This is an optimization exercise on Yosys and OpenROAD, whose aim is small area, not a production implementation. At most, simulation tests tie the RTL to the original design; equivalence was not proved. The RTL of run 1 was laid out without a check of its function.

==> flow/design.v (outline; a module is shown in full before it is edited, if it fits) <==
// module cordic_rotation_top: 3937 lines
module cordic_rotation_top(
    input clk, input nreset, input enable,
    input signed [15:0] x_vec_in, input signed [15:0] y_vec_in,
    input [19:0] target_angle,
    output wire signed [15:0] x_vec_out, output wire signed [15:0] y_vec_out,
    output reg done);
  // ...
==> flow/run.sh <==
#!/bin/bash
# synth_recipe.tcl (not shown) runs the flow's synth.tcl, then flattens the netlist and writes it again
# the make line also repeats each setting of config.mk as NAME=value (left out here)
make -C /OpenROAD-flow-scripts/flow DESIGN_CONFIG=/design/flow/config.mk WORK_HOME=/design/flow/orfs CLKGATE_MAP_FILE= SYNTH_SCRIPT=/design/flow/synth_recipe.tcl finish
==> flow/config.mk <==
export PLATFORM = sky130hd
export DESIGN_NAME = cordic_rotation_top
export DESIGN_NICKNAME = cordic_rotation_top
export VERILOG_FILES = /design/flow/design.v
export SDC_FILE = /design/flow/constraint.sdc
export NUM_CORES = 4
export LEC_CHECK = 0
export ABC_AREA = 1
export CAP_MARGIN = 20
export CORE_MARGIN = 2
export CORE_UTILIZATION = 55
export CTS_CLUSTER_DIAMETER = 100
export CTS_CLUSTER_SIZE = 30
export GPL_TIMING_DRIVEN = 0
export PLACE_DENSITY = 0.75
export SLEW_MARGIN = 20
==> flow/constraint.sdc <==
create_clock -name core_clock -period 6.0 [get_ports {clk}]
set_input_delay 1.2000 -clock core_clock [delete_from_list [all_inputs] [get_ports {clk}]]
set_output_delay 1.2000 -clock core_clock [all_outputs]
set_load 0.01 [all_outputs]
==> flow_metrics.env, run 1 <==
export IMPL_use_met3_pct=2.01
export IMPL_status="complete, but fails checks"
export IMPL_setup_viol=1
export IMPL_buffer_area_share_pct=6.73
export IMPL_path_depth=48
export IMPL_tns_ns=-0.0155
export IMPL_busiest_layer="met2"
export IMPL_violations="setup timing"
export IMPL_multi_input_cells=2959
export IMPL_synth_top_family_by_area="XOR/XNOR gates"
export IMPL_synth_mux_area_fraction_pct=0.141
export IMPL_clock_sinks=329
export IMPL_htreeDepth=1
export IMPL_clock_buffers=19
export IMPL_diodes=0
export IMPL_whs_ns=0.341
export IMPL_synth_edf_count=0
export IMPL_first_pass_iters=7
export IMPL_drtIter0Drc=990
export IMPL_synth_xor_area_share_pct=23.0
export IMPL_io_pins=88
export IMPL_nNonClkBuffers=282
export IMPL_dr_wl_met3_mm=1.94
export IMPL_drive_gt1_share_pct=18.1
export IMPL_fin_util_pct=66.2
export IMPL_worstPathMaxFanout=5
export IMPL_setup_ws_ns=-0.0155
export IMPL_post_cts_setup_buffer_count=12
export IMPL_end_kind="flip-flop"
export IMPL_ys_top_cells_by_area="dfxtp_1 22%, xor2_1 16%, ha_1 11%, nand2_1 11%, inv_1 7.5%"
export IMPL_final_common_cell="nand2_1"
export IMPL_wire_per_inst_um=13.2
export IMPL_relSlewSlack_pct=41.9
export IMPL_final_net_count=4642
export IMPL_grt_pass1_wl_mm=100
export IMPL_critPathMaxStageDelay_ns=0.42
==> run 2, diff against run 1 <==
--- a/flow/design.v
+++ b/flow/design.v
@@ -375,2 +375,3 @@
     wire [5:0] q10;
+    reg [5:0] q10_p5;
     wire [0:0] dd10;
@@ -381,3 +382,2 @@
     wire [4:0] q11;
-    reg [4:0] q11_p5;
     wire [0:0] dd11;
@@ -388,2 +388,3 @@
     wire [3:0] q12;
+    reg [3:0] q12_p6;
     wire [0:0] dd12;
@@ -400,3 +401,3 @@
     wire [3:0] q14;
-    reg [3:0] q14_p6;
+    reg [3:0] q14_p7;
     wire [0:0] dd14;
@@ -1414,3 +1415,5 @@
     wire [15:0] y10;
-    reg [0:0] dd10_p5;
+    reg [15:0] x10_p6;
+    reg [15:0] y10_p6;
+    reg [0:0] dd10_p6;
     wire [5:0] x11_op;
@@ -1435,4 +1438,2 @@
     wire [15:0] y11;
-    reg [15:0] x11_p6;
-    reg [15:0] y11_p6;
     reg [0:0] dd11_p6;
@@ -1458,3 +1459,5 @@
     wire [15:0] y12;
-    reg [0:0] dd12_p6;
+    reg [15:0] x12_p7;
+    reg [15:0] y12_p7;
+    reg [0:0] dd12_p7;
     wire [3:0] x13_op;
@@ -1479,3 +1482,3 @@
     wire [15:0] y13;
-    reg [0:0] dd13_p6;
+    reg [0:0] dd13_p7;
     wire [2:0] x14_op;
@@ -1500,5 +1503,5 @@
     wire [15:0] y14;
-    reg [15:0] x14_p7;
-    reg [15:0] y14_p7;
-    reg [0:0] dd14_p7;
+    reg [15:0] x14_p8;
+    reg [15:0] y14_p8;
+    reg [0:0] dd14_p8;
     wire [1:0] x15_op;
@@ -1534,3 +1537,3 @@
     wire [15:0] mxo;
-    reg [15:0] mxo_p8;
+    reg [15:0] mxo_p9;
     wire [23:0] mya;
@@ -1546,4 +1549,4 @@
     wire [15:0] myo;
-    reg [15:0] myo_p8;
-    reg [7:0] vld;
+    reg [15:0] myo_p9;
+    reg [8:0] vld;
     assign t_ge4 = $signed(target_angle) >= $signed(20'h04000);
@@ -2001,5 +2004,5 @@
     assign q10 = q10s;
-    assign dd10 = q10[5];
-    assign q11_k = q10[5] ? 5'd10 : 5'd22;
-    assign q11_r = q10[4:0];
+    assign dd10 = q10_p5[5];
+    assign q11_k = q10_p5[5] ? 5'd10 : 5'd22;
+    assign q11_r = q10_p5[4:0];
     assign q11s_c[0] = 1'b0;
@@ -2011,5 +2014,5 @@
     assign q11 = q11s;
-    assign dd11 = q11_p5[4];
-    assign q12_k = q11_p5[4] ? 4'd5 : 4'd11;
-    assign q12_r = q11_p5[3:0];
+    assign dd11 = q11[4];
+    assign q12_k = q11[4] ? 4'd5 : 4'd11;
+    assign q12_r = q11[3:0];
     assign q12s_c[0] = 1'b0;
@@ -2021,5 +2024,5 @@
     assign q12 = q12s;
-    assign dd12 = q12[3];
-    assign q13_k = q12[3] ? 4'd2 : 4'd14;
-    assign q13_r = q12[3:0];
+    assign dd12 = q12_p6[3];
+    assign q13_k = q12_p6[3] ? 4'd2 : 4'd14;
+    assign q13_r = q12_p6[3:0];
     assign q13s_c[0] = 1'b0;
@@ -2041,3 +2044,3 @@
     assign q14 = q14s;
-    assign dd14 = q14_p6[3];
+    assign dd14 = q14_p7[3];
     assign nx = x_vec_in ^ {16{negv}};
@@ -3376,7 +3379,7 @@
     assign y10 = {y10_hi,y10_lo[6:0]};
-    assign x11_op = y10[15:10] ^ {6{~dd10_p5}};
-    assign x11_la = {1'b0,x10[5:0]};
+    assign x11_op = y10_p6[15:10] ^ {6{~dd10_p6}};
+    assign x11_la = {1'b0,x10_p6[5:0]};
     assign x11_lb = {1'b0,x11_op};
     assign x11_lo_p = x11_la ^ x11_lb;
-    assign x11_lo_c[0] = ~dd10_p5;
+    assign x11_lo_c[0] = ~dd10_p6;
     assign x11_lo_c[1] = x11_lo_p[0] ? x11_lo_c[0] : x11_la[0];
@@ -3395,3 +3398,3 @@
     assign x11_lo[6] = x11_lo_p[6] ^ x11_lo_c[6];
-    assign x11_u = x10[15:6] ^ {10{x11_op[5]}};
+    assign x11_u = x10_p6[15:6] ^ {10{x11_op[5]}};
     assign x11_ta[0] = x11_op[5] ^ x11_lo[6];
@@ -3406,9 +3409,9 @@
     assign x11_ta[9] = x11_ta[8] & x11_u[8];
-    assign x11_hi = x10[15:6] ^ x11_ta;
+    assign x11_hi = x10_p6[15:6] ^ x11_ta;
     assign x11 = {x11_hi,x11_lo[5:0]};
-    assign y11_op = x10[15:10] ^ {6{dd10_p5}};
-    assign y11_la = {1'b0,y10[5:0]};
+    assign y11_op = x10_p6[15:10] ^ {6{dd10_p6}};
+    assign y11_la = {1'b0,y10_p6[5:0]};
     assign y11_lb = {1'b0,y11_op};
     assign y11_lo_p = y11_la ^ y11_lb;
-    assign y11_lo_c[0] = dd10_p5;
+    assign y11_lo_c[0] = dd10_p6;
     assign y11_lo_c[1] = y11_lo_p[0] ? y11_lo_c[0] : y11_la[0];
@@ -3427,3 +3430,3 @@
     assign y11_lo[6] = y11_lo_p[6] ^ y11_lo_c[6];
-    assign y11_u = y10[15:6] ^ {10{y11_op[5]}};
+    assign y11_u = y10_p6[15:6] ^ {10{y11_op[5]}};
     assign y11_ta[0] = y11_op[5] ^ y11_lo[6];
@@ -3438,6 +3441,6 @@
     assign y11_ta[9] = y11_ta[8] & y11_u[8];
-    assign y11_hi = y10[15:6] ^ y11_ta;
+    assign y11_hi = y10_p6[15:6] ^ y11_ta;
     assign y11 = {y11_hi,y11_lo[5:0]};
-    assign x12_op = y11_p6[15:11] ^ {5{~dd11_p6}};
-    assign x12_la = {1'b0,x11_p6[4:0]};
+    assign x12_op = y11[15:11] ^ {5{~dd11_p6}};
+    assign x12_la = {1'b0,x11[4:0]};
     assign x12_lb = {1'b0,x12_op};
@@ -3457,3 +3460,3 @@
     assign x12_lo[5] = x12_lo_p[5] ^ x12_lo_c[5];
-    assign x12_u = x11_p6[15:5] ^ {11{x12_op[4]}};
+    assign x12_u = x11[15:5] ^ {11{x12_op[4]}};
     assign x12_ta[0] = x12_op[4] ^ x12_lo[5];
@@ -3469,6 +3472,6 @@
     assign x12_ta[10] = x12_ta[9] & x12_u[9];
-    assign x12_hi = x11_p6[15:5] ^ x12_ta;
+    assign x12_hi = x11[15:5] ^ x12_ta;
     assign x12 = {x12_hi,x12_lo[4:0]};
-    assign y12_op = x11_p6[15:11] ^ {5{dd11_p6}};
-    assign y12_la = {1'b0,y11_p6[4:0]};
+    assign y12_op = x11[15:11] ^ {5{dd11_p6}};
+    assign y12_la = {1'b0,y11[4:0]};
     assign y12_lb = {1'b0,y12_op};
@@ -3488,3 +3491,3 @@
     assign y12_lo[5] = y12_lo_p[5] ^ y12_lo_c[5];
-    assign y12_u = y11_p6[15:5] ^ {11{y12_op[4]}};
+    assign y12_u = y11[15:5] ^ {11{y12_op[4]}};
     assign y12_ta[0] = y12_op[4] ^ y12_lo[5];
@@ -3500,9 +3503,9 @@
     assign y12_ta[10] = y12_ta[9] & y12_u[9];
-    assign y12_hi = y11_p6[15:5] ^ y12_ta;
+    assign y12_hi = y11[15:5] ^ y12_ta;
     assign y12 = {y12_hi,y12_lo[4:0]};
-    assign x13_op = y12[15:12] ^ {4{~dd12_p6}};
-    assign x13_la = {1'b0,x12[3:0]};
+    assign x13_op = y12_p7[15:12] ^ {4{~dd12_p7}};
+    assign x13_la = {1'b0,x12_p7[3:0]};
     assign x13_lb = {1'b0,x13_op};
     assign x13_lo_p = x13_la ^ x13_lb;
-    assign x13_lo_c[0] = ~dd12_p6;
+    assign x13_lo_c[0] = ~dd12_p7;
     assign x13_lo_c[1] = x13_lo_p[0] ? x13_lo_c[0] : x13_la[0];
@@ -3517,3 +3520,3 @@
     assign x13_lo[4] = x13_lo_p[4] ^ x13_lo_c[4];
-    assign x13_u = x12[15:4] ^ {12{x13_op[3]}};
+    assign x13_u = x12_p7[15:4] ^ {12{x13_op[3]}};
     assign x13_ta[0] = x13_op[3] ^ x13_lo[4];
@@ -3530,9 +3533,9 @@
     assign x13_ta[11] = x13_ta[10] & x13_u[10];
-    assign x13_hi = x12[15:4] ^ x13_ta;
+    assign x13_hi = x12_p7[15:4] ^ x13_ta;
     assign x13 = {x13_hi,x13_lo[3:0]};
-    assign y13_op = x12[15:12] ^ {4{dd12_p6}};
-    assign y13_la = {1'b0,y12[3:0]};
+    assign y13_op = x12_p7[15:12] ^ {4{dd12_p7}};
+    assign y13_la = {1'b0,y12_p7[3:0]};
     assign y13_lb = {1'b0,y13_op};
     assign y13_lo_p = y13_la ^ y13_lb;
-    assign y13_lo_c[0] = dd12_p6;
+    assign y13_lo_c[0] = dd12_p7;
     assign y13_lo_c[1] = y13_lo_p[0] ? y13_lo_c[0] : y13_la[0];
@@ -3547,3 +3550,3 @@
     assign y13_lo[4] = y13_lo_p[4] ^ y13_lo_c[4];
-    assign y13_u = y12[15:4] ^ {12{y13_op[3]}};
+    assign y13_u = y12_p7[15:4] ^ {12{y13_op[3]}};
     assign y13_ta[0] = y13_op[3] ^ y13_lo[4];
@@ -3560,5 +3563,5 @@
     assign y13_ta[11] = y13_ta[10] & y13_u[10];
-    assign y13_hi = y12[15:4] ^ y13_ta;
+    assign y13_hi = y12_p7[15:4] ^ y13_ta;
     assign y13 = {y13_hi,y13_lo[3:0]};
-    assign x14_op = y13[15:13] ^ {3{~dd13_p6}};
+    assign x14_op = y13[15:13] ^ {3{~dd13_p7}};
     assign x14_la = {1'b0,x13[2:0]};
@@ -3566,3 +3569,3 @@
     assign x14_lo_p = x14_la ^ x14_lb;
-    assign x14_lo_c[0] = ~dd13_p6;
+    assign x14_lo_c[0] = ~dd13_p7;
     assign x14_lo_c[1] = x14_lo_p[0] ? x14_lo_c[0] : x14_la[0];
@@ -3591,3 +3594,3 @@
     assign x14 = {x14_hi,x14_lo[2:0]};
-    assign y14_op = x13[15:13] ^ {3{dd13_p6}};
+    assign y14_op = x13[15:13] ^ {3{dd13_p7}};
     assign y14_la = {1'b0,y13[2:0]};
@@ -3595,3 +3598,3 @@
     assign y14_lo_p = y14_la ^ y14_lb;
-    assign y14_lo_c[0] = dd13_p6;
+    assign y14_lo_c[0] = dd13_p7;
     assign y14_lo_c[1] = y14_lo_p[0] ? y14_lo_c[0] : y14_la[0];
@@ -3620,7 +3623,7 @@
     assign y14 = {y14_hi,y14_lo[2:0]};
-    assign x15_op = y14_p7[15:14] ^ {2{~dd14_p7}};
-    assign x15_la = {1'b0,x14_p7[1:0]};
+    assign x15_op = y14_p8[15:14] ^ {2{~dd14_p8}};
+    assign x15_la = {1'b0,x14_p8[1:0]};
     assign x15_lb = {1'b0,x15_op};
     assign x15_lo_p = x15_la ^ x15_lb;
-    assign x15_lo_c[0] = ~dd14_p7;
+    assign x15_lo_c[0] = ~dd14_p8;
     assign x15_lo_c[1] = x15_lo_p[0] ? x15_lo_c[0] : x15_la[0];
@@ -3631,3 +3634,3 @@
     assign x15_lo[2] = x15_lo_p[2] ^ x15_lo_c[2];
-    assign x15_u = x14_p7[15:2] ^ {14{x15_op[1]}};
+    assign x15_u = x14_p8[15:2] ^ {14{x15_op[1]}};
     assign x15_ta[0] = x15_op[1] ^ x15_lo[2];
@@ -3646,9 +3649,9 @@
     assign x15_ta[13] = x15_ta[12] & x15_u[12];
-    assign x15_hi = x14_p7[15:2] ^ x15_ta;
+    assign x15_hi = x14_p8[15:2] ^ x15_ta;
     assign x15 = {x15_hi,x15_lo[1:0]};
-    assign y15_op = x14_p7[15:14] ^ {2{dd14_p7}};
-    assign y15_la = {1'b0,y14_p7[1:0]};
+    assign y15_op = x14_p8[15:14] ^ {2{dd14_p8}};
+    assign y15_la = {1'b0,y14_p8[1:0]};
     assign y15_lb = {1'b0,y15_op};
     assign y15_lo_p = y15_la ^ y15_lb;
-    assign y15_lo_c[0] = dd14_p7;
+    assign y15_lo_c[0] = dd14_p8;
     assign y15_lo_c[1] = y15_lo_p[0] ? y15_lo_c[0] : y15_la[0];
@@ -3659,3 +3662,3 @@
     assign y15_lo[2] = y15_lo_p[2] ^ y15_lo_c[2];
-    assign y15_u = y14_p7[15:2] ^ {14{y15_op[1]}};
+    assign y15_u = y14_p8[15:2] ^ {14{y15_op[1]}};
     assign y15_ta[0] = y15_op[1] ^ y15_lo[2];
@@ -3674,3 +3677,3 @@
     assign y15_ta[13] = y15_ta[12] & y15_u[12];
-    assign y15_hi = y14_p7[15:2] ^ y15_ta;
+    assign y15_hi = y14_p8[15:2] ^ y15_ta;
     assign y15 = {y15_hi,y15_lo[1:0]};
@@ -3886,4 +3889,4 @@
     assign myo = my155[23:8];
-    assign x_vec_out = mxo_p8;
-    assign y_vec_out = myo_p8;
+    assign x_vec_out = mxo_p9;
+    assign y_vec_out = myo_p9;
     always @(posedge clk) begin
@@ -3893,4 +3896,5 @@
         q8_p4 <= q8;
-        q11_p5 <= q11;
-        q14_p6 <= q14;
+        q10_p5 <= q10;
+        q12_p6 <= q12;
+        q14_p7 <= q14;
         xn_p1 <= xn;
@@ -3915,13 +3919,15 @@
         dd9_p5 <= dd9;
-        dd10_p5 <= dd10;
-        x11_p6 <= x11;
-        y11_p6 <= y11;
+        x10_p6 <= x10;
+        y10_p6 <= y10;
+        dd10_p6 <= dd10;
         dd11_p6 <= dd11;
-        dd12_p6 <= dd12;
-        dd13_p6 <= dd13;
-        x14_p7 <= x14;
-        y14_p7 <= y14;
-        dd14_p7 <= dd14;
-        mxo_p8 <= mxo;
-        myo_p8 <= myo;
+        x12_p7 <= x12;
+        y12_p7 <= y12;
+        dd12_p7 <= dd12;
+        dd13_p7 <= dd13;
+        x14_p8 <= x14;
+        y14_p8 <= y14;
+        dd14_p8 <= dd14;
+        mxo_p9 <= mxo;
+        myo_p9 <= myo;
     end
@@ -3935,3 +3941,4 @@
         vld[6] <= nreset & vld[5];
-        done <= nreset & vld[6];
+        vld[7] <= nreset & vld[6];
+        done <= nreset & vld[7];
     end
--- a/flow/config.mk
+++ b/flow/config.mk
@@ -10,7 +10,7 @@
 export CORE_MARGIN = 2
-export CORE_UTILIZATION = 55
+export CORE_UTILIZATION = 40
 export CTS_CLUSTER_DIAMETER = 100
-export CTS_CLUSTER_SIZE = 30
+export CTS_CLUSTER_SIZE = 34
 export GPL_TIMING_DRIVEN = 0
-export PLACE_DENSITY = 0.75
+export PLACE_DENSITY = 0.6
 export SLEW_MARGIN = 20
==> flow_metrics.env, run 2 <==
export IMPL_yosysWarnings=1
export IMPL_cts_buffers=24
export IMPL_port_buffers=86
export IMPL_drc=0
export IMPL_startpoint="target_angle[7]"
export IMPL_end_kind="flip-flop"
export IMPL_nFillCells=7589
export IMPL_yosys_area_share_simple_pct=21.9
export IMPL_hold_viol=0
export IMPL_reg2reg_to="y6_p4[15]"
export IMPL_setup_ws_ns=0.224
export IMPL_path_class="in2reg"
export IMPL_slowest_stage="clkdlybuf4s50_1"
export IMPL_netlist_area_leader_share_pct=23.9
export IMPL_slew_viol_final=0
export IMPL_routed_wl_mm=59.9
export IMPL_antenna_left=0
export IMPL_die_h_um=281
export IMPL_syn_cell_area_um2=30800
export IMPL_track_usage_pct=15.5
export IMPL_dpl_hpwl_mm=50.9
export IMPL_synthCells=3940
export IMPL_clkLatencyLatePin_ns=0.58
export IMPL_worstPathRequired_ns=6.45
export IMPL_max_freq_ghz=0.173
export IMPL_drtIter0Drc=624
export IMPL_maxCapViolations=0
export IMPL_cp_start_kind="input port"
export IMPL_diodes=0
export IMPL_synth_top_cell_by_area="dfxtp_1"
export IMPL_clock_sinks=367
export IMPL_min_path_cells=0
export IMPL_syn_nets=4357
export IMPL_route_vias_total=23000
export IMPL_crit_arrival_ns=6.23
export IMPL_crit_path_frequent_cell="ha_1"
export IMPL_critPathMaxStageDelay_ns=0.44
export IMPL_dieWidth_um=281
export IMPL_worst_r2r_cell_count=27
export IMPL_clk_pin_slew_ns=0.10
export IMPL_status="no timing/DRC/antenna violations"
export IMPL_synthAdderAreaFrac_pct=17.2
export IMPL_fin_util_pct=45.3
export IMPL_fin_crit_sh_pct=96.3
export IMPL_clockBufferDepth=3
export IMPL_final_net_count=4492
export IMPL_synthFlopType="dfxtp_1"
export IMPL_area_growth_pct=11.9
export IMPL_reg2reg_from="dd4_p3"
export IMPL_holdCritStartpoint="q8_p4[1]"
export IMPL_htreeDepth=1
export IMPL_synth_top_family_by_area="XOR/XNOR gates"
export IMPL_synth_compound_area_share_pct=6.01
export IMPL_wire_per_inst_um=11.7
export IMPL_cts_hold_buf=0
export IMPL_synth_mux_area_fraction_pct=0.248
export IMPL_min_path_type="reg2reg"
export IMPL_synth_edf_count=0
export IMPL_grt_max_degree=28
export IMPL_cts_root_buf="clkbuf_16"
export IMPL_synth_xor_area_share_pct=22.8
export IMPL_initial_core_util_pct=40.5
export IMPL_tightest_slew_ns=0.918
export IMPL_first_pass_iters=5
export IMPL_cts_tree="done"
export IMPL_final_common_cell="nand2_1"
export IMPL_synth_seq_cells=367
export IMPL_grt_pass1_vias=22400
export IMPL_row_count=101
export IMPL_gp_congestion=0.829
export IMPL_synth_cell_types=68
export IMPL_drive_gt1_share_pct=11.0
export IMPL_syn_avg_cell_area_um2=7.81
export IMPL_synthMostInstantiatedCell="nand2_1"
export IMPL_worstPathMaxFanout=10
export IMPL_antenna_found_initial=0
export IMPL_whs_ns=0.332
export IMPL_ys_seq_area_share_pct=23.9
export IMPL_core_area_um2=76100
export IMPL_fin_skew_ns=0.0250
export IMPL_overflow=0
export IMPL_mostFrequentLayoutCells="804 x nand2_1, 540 x xor2_1, 535 x inv_1"
export IMPL_netlist_top_cells_count="809 x nand2_1, 554 x xor2_1, 541 x inv_1"
export IMPL_r2r_setup_slack_ns=0.44
export IMPL_pre_cts_slack_ns=-1.36
export IMPL_min_to="q10_p5[1]"
export IMPL_post_route_min_period_ns=5.78
export IMPL_setup_viol=0
export IMPL_ys_top_cells_by_area="dfxtp_1 24%, xor2_1 16%, ha_1 11%, nand2_1 9.9%, inv_1 6.6%"
export IMPL_async_flop_share_pct=0
export IMPL_viasPerCell=4.48
export IMPL_grt_pass1_wl_mm=104
export IMPL_io_pins=88
export IMPL_relSlewSlack_pct=38.8
export IMPL_tns_ns=0
export IMPL_die_area_um2=79200
run 2: metrics by stage:
stage                     std cells  cell area, µm²
after CTS                      5107           34100
final                          5123           34400
after global routing           5123           34400
after detailed placement       5056           32900
after floorplan                3940           30800
after global placement         5056           32900
run 2: kinds of logic (layout without fill, tap and decap cells):
| kind of cell | after synthesis | count (layout) |
|---|---|---|
| simple gates | 1462 | 1462 |
| flops | 367 | 367 |
| xor+xnor | 784 | 784 |
| fa+ha+maj | 365 | 365 |
| mux | 6 | 6 |
| buf+inv | 633 | 786 |
| compound gates | 323 | 323 |
run 2: area by class of cell:
class                           instances  area, µm²  share of cell area, %
Timing Repair Buffer                  111       1070                   3.12
Clock buffer                           28        647                   1.88
Inverter                              593       2240                   6.49
Sequential cell                       367       7360                   21.4
Buffer                                 38        259                  0.752
Multi-Input combinational cell       2940      21400                   62.0
Clock inverter                         16        214                  0.621
Tap cell                             1030       1290                   3.74
run 2: timing repair:
action                     in CTS  in global routing
pin swaps                       5                 10
buffers inserted                8                 17
setup endpoints to repair      49                 37
resized for setup              59                 80
gates cloned                    0                  0
run 2: worst max-delay path, delay by kind of cell:
kind / cells / cell delay (ns)
xor gates and xnor gates: 3 / 0.48
adders and majority gates: 14 / 2.67
buffers and inverters: 4 / 0.87
and+or+nand+nor: 6 / 0.99
run 2: layer usage:
metal	share of wire (%)	global-route usage [%]	vias up
li1	-	-	12500
met1	43	17.6	10200
met2	52	30.8	183
met3	2.1	1.36	63
met4	2.5	3.97	0
met5	0	0	-
run 2: worst max path at each step:
stage           endpoint  slack, ns  cells after the start
3_3_place_gp   q2_p1[13]      -1.35                     32
2_1_floorplan  x8_p5[15]       0.05                     29
5_1_grt        q2_p1[13]      -0.08                     34
4_1_cts        x8_p5[15]      0.002                     33
6_report       yn_p1[15]       0.22                     27
3_5_place_dp   q2_p1[13]      -1.36                     32
==> run 3, diff against run 2 <==
--- a/flow/config.mk
+++ b/flow/config.mk
@@ -10,7 +10,7 @@
 export CORE_MARGIN = 2
-export CORE_UTILIZATION = 40
+export CORE_UTILIZATION = 55
 export CTS_CLUSTER_DIAMETER = 100
-export CTS_CLUSTER_SIZE = 34
+export CTS_CLUSTER_SIZE = 30
 export GPL_TIMING_DRIVEN = 0
-export PLACE_DENSITY = 0.6
+export PLACE_DENSITY = 0.75
 export SLEW_MARGIN = 20
==> flow_metrics.env, run 3 <==
export IMPL_status="no timing/DRC/antenna violations"
export IMPL_maxCapViolations=0
export IMPL_synthCells=3940
export IMPL_area_growth_pct=9.79
export IMPL_end_kind="flip-flop"
export IMPL_worstPathRequired_ns=6.44
export IMPL_fin_crit_sh_pct=94.5
export IMPL_drtIter0Drc=701
export IMPL_min_path_type="reg2reg"
export IMPL_hold_viol=0
export IMPL_cts_buffers=18
export IMPL_crit_path_frequent_cell="nand2_1"
export IMPL_cts_tree="done"
export IMPL_cp_top_family="adder cells"
export IMPL_dieWidth_um=241
export IMPL_first_pass_iters=5
export IMPL_drc=0
export IMPL_fin_skew_ns=0.0189
export IMPL_initial_core_util_pct=55.8
export IMPL_htreeDepth=1
export IMPL_ys_top_cells_by_area="dfxtp_1 24%, xor2_1 16%, ha_1 11%, nand2_1 9.9%, inv_1 6.6%"
export IMPL_clkLatencyLatePin_ns=0.55
export IMPL_crit_arrival_ns=6.11
export IMPL_grt_pass1_wl_mm=100
export IMPL_yosysWarnings=1
export IMPL_pre_cts_slack_ns=-1.48
export IMPL_overflow=0
export IMPL_port_buffers=86
export IMPL_synthMostInstantiatedCell="nand2_1"
export IMPL_relSlewSlack_pct=42.0
export IMPL_gp_congestion=0.894
export IMPL_route_vias_total=23300
export IMPL_antenna_found_initial=0
export IMPL_clock_sinks=367
export IMPL_setup_ws_ns=0.328
export IMPL_die_area_um2=57900
export IMPL_critPathMaxStageDelay_ns=0.44
export IMPL_diodes=0
export IMPL_netlist_top_cells_count="809 x nand2_1, 554 x xor2_1, 541 x inv_1"
export IMPL_track_usage_pct=20.6
export IMPL_post_route_min_period_ns=5.67
export IMPL_viasPerCell=4.84
export IMPL_rsz0062_at_grt="true"
export IMPL_slowest_stage="fa_1"
export IMPL_slew_viol_final=0
export IMPL_synthFlopType="dfxtp_1"
export IMPL_syn_cell_area_um2=30800
export IMPL_core_area_um2=55200
export IMPL_max_freq_ghz=0.176
export IMPL_grt_pass1_vias=22500
export IMPL_tightest_slew_ns=0.867
export IMPL_grt_max_degree=31
export IMPL_netlist_area_leader_share_pct=23.9
export IMPL_synth_edf_count=0
export IMPL_dpl_hpwl_mm=49.2
export IMPL_syn_avg_cell_area_um2=7.81
export IMPL_tns_ns=0
export IMPL_fin_util_pct=61.2
export IMPL_synth_top_cell_by_area="dfxtp_1"
export IMPL_row_count=86
export IMPL_crit_buf_inv=3
export IMPL_syn_nets=4357
export IMPL_final_common_cell="nand2_1"
export IMPL_cp_start_kind="flip-flop"
export IMPL_synth_seq_cells=367
export IMPL_cts_root_buf="clkbuf_16"
export IMPL_final_net_count=4479
export IMPL_die_h_um=241
export IMPL_clockBufferDepth=3
export IMPL_worstPathMaxFanout=10
export IMPL_drive_gt1_share_pct=10.5
export IMPL_antenna_left=0
export IMPL_clk_pin_slew_ns=0.11
export IMPL_path_class="reg2reg"
export IMPL_wire_per_inst_um=12.2
export IMPL_ys_seq_area_share_pct=23.9
export IMPL_async_flop_share_pct=0
export IMPL_setup_viol=0
export IMPL_io_pins=88
export IMPL_routed_wl_mm=58.6
export IMPL_synth_cell_types=68
export IMPL_mostFrequentLayoutCells="803 x nand2_1, 542 x xor2_1, 536 x inv_1"
[run 3: cell counts after synthesis]
No cell type changed its count.
[run 3: kinds of logic after synthesis]
family / after synthesis / synth area share, %
multiplexers: 6 / 0.248
AND/OR/NAND/NOR: 1462 / 21.9
flip-flops: 367 / 23.9
AO/OA/AOI/OAI: 323 / 6.01
XOR/XNOR: 784 / 22.8
buffers and inverters: 633 / 7.93
adder cells (fa/ha/maj): 365 / 17.2
[run 3: layout make-up]
type	instances	area (µm²)
inverter	593	2230
buffer	38	260
sequential	367	7360
multi-input combinational	2940	21400
timing repair buffer	104	1010
clock buffer	21	503
clock inverter	9	125
fill	4812	21400
tap	748	936
[run 3: final timing paths]
path,startpoint,endpoint,slack (ns),cells after the start
setup / recovery,dd6_p4,x8_p5[15],0.33,29
hold / removal,q8_p4[0],q10_p5[0],0.34,0
setup reg to reg,dd6_p4,x8_p5[15],0.33,29
hold reg to reg,q8_p4[0],q10_p5[0],0.34,0
[run 3: through the flow]
| step | cell area (µm²) | hold slack (ns) | std cells |
|---|---|---|---|
| final | 33800 | 0.341 | 4820 |
| after global routing | 33800 | 0.355 | 4820 |
| after CTS | 33400 | 0.341 | 4805 |
| after detailed placement | 32600 | 0.315 | 4774 |
| after global placement | 32600 | 0.311 | 4774 |
| after floorplan | 30800 | 0.310 | 3940 |
[run 3: timing repair]
item / CTS / global route
hold buffers: 0 / 0
setup endpoints to repair: 49 / 37
gates resized for setup: 48 / 87
pin swaps: 2 / 14
setup buffers: 3 / 15
[run 3: layer usage]
layer / vias up / wire length (µm) / GRT usage [%] / part of all wire, %
li1: 12500 / - / - / -
met1: 10500 / 24500 / 22.7 / 42
met2: 235 / 31200 / 41.0 / 53
met3: 89 / 1210 / 1.74 / 2.1
met4: 0 / 1790 / 6.61 / 3.1
met5: - / 0 / 0 / 0

## what the ideal ports hide
The flow's constraints put no driver on any port. The routed layouts listed below were extracted and timed again, unchanged, in two steps. Step 1 (the two cells are an assumption about what drives the block):
set clk [get_ports {clk}]
set_driving_cell -lib_cell sky130_fd_sc_hd__clkbuf_16 $clk
set_driving_cell -lib_cell sky130_fd_sc_hd__buf_2 [delete_from_list [all_inputs] $clk]
Step 2 times the ports against the registers' clock, not the clock port: input delays grow and output delays shrink by t, the midpoint of the rising clock arrivals with the driver on. Three values: ideal, step 1, step 2; two values: the first two.
run | t (ns) | slack for setup (ns) | worst setup path at the end | worst data-port slew with drivers (ns)
run 1 | 0.608 | -0.015 / -0.015 / -0.363 | input to register | 0.07
run 2 | 0.635 | 0.224 / 0.249 / -0.387 | input to register | 0.07
run 3 | 0.604 | 0.328 / 0.328 / -0.209 | input to register | 0.07
Met with ideal ports but missed after step 2: setup timing in run 2 and run 3. The setup slack of run 2, which loses most, moves by +0.025 ns with the drivers and by -0.611 ns with both steps.
